Source: an optimization exercise on an open RTL-to-GDS flow (aim: small area). Production flows keep margins and buffers that such runs may drop.
Power is estimated from default activity; no workload was simulated.

Setup of the previous run:
## UART
module UART(clk, reset, load, out_port, eight, pen, ohel,
            baud, tx, rx, r_status, r_data, uart_int, uart_ds);
   input        clk, reset, load, eight, pen, ohel, rx, r_status, r_data;
   input  [3:0] baud;
   input  [7:0] out_port;
   output       tx, uart_int;
   output [7:0] uart_ds;
   reg [18:0] k;
   always @(*)
      case (baud)
         4'd0:    k = 19'd333333;
         4'd1:    k = 19'd83333;
         4'd2:    k = 19'd41667;
         4'd3:    k = 19'd20833;
         4'd4:    k = 19'd10417;
         4'd5:    k = 19'd5208;
         4'd6:    k = 19'd2604;
         4'd7:    k = 19'd1736;
         4'd8:    k = 19'd868;
         4'd9:    k = 19'd434;
         4'd10:   k = 19'd217;
         default: k = 19'd109;
      endcase
   reg        loaddi, tdoit, txrdy;
   reg [10:0] tsr;             
   reg [18:0] tcnt;
   reg  [3:0] tbc;
   wire tbtu  = &(tcnt | ~k);
   wire tdone = (tbc == 4'd11);
   wire p7    = ^out_port[6:0];
   wire p8    = p7 ^ out_port[7];
   wire b9    = eight ? out_port[7] : (pen ? p7 ^ ohel : 1'b1);
   wire b10   = (eight & pen) ? p8 ^ ohel : 1'b1;
   always @(posedge clk, posedge reset)
      if (reset) begin
         loaddi <= 1'b0;
         tdoit  <= 1'b0;
         txrdy  <= 1'b1;
         tsr[0] <= 1'b1;
      end else begin
         loaddi <= load;
  ...
export LEC_CHECK = 0
export CAP_MARGIN = 20
export CORE_MARGIN = 2
export CORE_UTILIZATION = 40
export PLACE_DENSITY = 0.6
export SLEW_MARGIN = 20
create_clock -name core_clock -period 10.0 [get_ports {clk}]
standard.sh (not shown) runs the stock make flow with config.mk's settings and CLKGATE_MAP_FILE= SYNTH_SCRIPT=/design/flow/synth_recipe.tcl, a recipe that flattens the netlist after the stock synthesis.
==> flow/flow/run.sh <==
#!/bin/bash
# Layout flow: the standard flow (standard.sh) with
#  - ABC mapping the logic with an area script (flow/my_synth.tcl),
#  - the smallest buffer on the ports,
#  - a clock tree of small clock buffers without dummy loads.
set -euo pipefail
HERE=$(pwd)
export AREA_ABC_SCRIPT=$HERE/flow/abc_area.script
export FLOW_SYNTH_TCL=$HERE/synth_recipe.tcl
export BUFFER_PORTS_ARGS="-buffer_cell sky130_fd_sc_hd__buf_1"
export CTS_ARGS="-sink_clustering_enable -repair_clock_nets -buf_list {sky130_fd_sc_hd__clkbuf_2 sky130_fd_sc_hd__clkbuf_4} -root_buf sky130_fd_sc_hd__clkbuf_8 -dont_use_dummy_load"
bash standard.sh SYNTH_SCRIPT=$HERE/flow/my_synth.tcl finish > $HERE/flow_make.log 2>&1
==> flow/flow/abc_area.script <==
strash
scorr
balance -l
 resub -K 6 -l
 rewrite -l
 resub -K 6 -N 2 -l
 refactor -l
 resub -K 8 -l
 balance -l
 resub -K 8 -N 2 -l
 rewrite -l
 resub -K 10 -l
 rewrite -z -l
 resub -K 10 -N 2 -l
 balance -l
 resub -K 12 -l
 refactor -z -l
 resub -K 12 -N 2 -l
 rewrite -z -l
 balance -l
balance -l
 resub -K 6 -l
 rewrite -l
 resub -K 6 -N 2 -l
 refactor -l
 resub -K 8 -l
 balance -l
 resub -K 8 -N 2 -l
 rewrite -l
 resub -K 10 -l
 rewrite -z -l
 resub -K 10 -N 2 -l
 balance -l
 resub -K 12 -l
 refactor -z -l
 resub -K 12 -N 2 -l
 rewrite -z -l
 balance -l
dch -f
amap
==> flow/flow/my_synth.tcl <==
# The standard flow's synthesis script (synth_recipe.tcl, unchanged), with ABC mapping the
# combinational logic by an area-oriented script. Registers are mapped by
# dfflibmap before ABC runs, so they are the standard synthesis's.
proc abc {args} {
  set i [lsearch -exact $args -script]
  if { $i >= 0 } { lset args [expr {$i + 1}] $::env(AREA_ABC_SCRIPT) }
  puts "abc (area script): $args"
  yosys abc {*}$args
}
source $::env(FLOW_SYNTH_TCL)
For the current run, these inputs were changed with respect to the previous run:
==> flow/flow/run.sh <==
#!/bin/bash
# Layout flow: the standard flow (standard.sh) with
#  - ABC mapping the logic with an area script (flow/my_synth.tcl),
#  - the smallest buffer on the ports,
#  - a clock tree of small clock buffers without dummy loads.
set -euo pipefail
HERE=$(pwd)
export AREA_ABC_SCRIPT=$HERE/flow/abc_area.script
export FLOW_SYNTH_TCL=$HERE/synth_recipe.tcl
export BUFFER_PORTS_ARGS="-buffer_cell sky130_fd_sc_hd__buf_1"
export CTS_ARGS="-sink_clustering_enable -repair_clock_nets -buf_list {sky130_fd_sc_hd__clkbuf_16} -root_buf sky130_fd_sc_hd__clkbuf_16 -sink_clustering_size 40 -sink_clustering_max_diameter 200 -dont_use_dummy_load"
bash standard.sh SYNTH_SCRIPT=$HERE/flow/my_synth.tcl finish > $HERE/flow_make.log 2>&1
--- outcome ---
Diff the current run..the previous run | cell count | unchanged. On global-route usage, the previous run and the current run are neck and neck. Comparing the current run with the previous run, the power dissipated in sequential cells came out essentially unchanged. Area of all placed cells without fillers delta for the current run relative to the previous run: about 2.5% higher. Looking at total wire length, the current run sits about 0.3% below the previous run. The final reports for the current run and the previous run show met2 global-route usage higher in the former. The clock power share in the current run sits 7.2 points above the value recorded for the previous run. The previous run leaves more setup margin than the current run.
Function was not checked in any run of this note: the RTL went through the layout flow alone.

static timing again, ports no longer ideal:
In the flow no input, the clock included, has a driving cell. The finished layouts below were timed again as built, in two steps.
Step 1: set_driving_cell puts a clkbuf_16 on clk and a buf_2 on each other input, an assumption about the parent block.
Step 2 moves the port delays by t, midway between the first and last clock arrival at a register: inputs arrive t later, outputs are due t later. That takes back most of the time a late clock gives input paths.
a / b / c = ideal / step 1 / step 2; a / b = the first two.
| run | t, ns | setup WS [ns] | worst data-port slew with drivers (ns) |
|---|---|---|---|
| the previous run | 0.375 | 4.902 / 4.906 / 4.531 | 0.03 |
| the current run | 0.352 | 4.870 / 4.878 / 4.526 | 0.03 |
After both steps every run listed still meets setup and hold. For the previous run, which loses most, drivers alone change the setup slack by +0.004 ns; drivers and shift together by -0.371 ns.
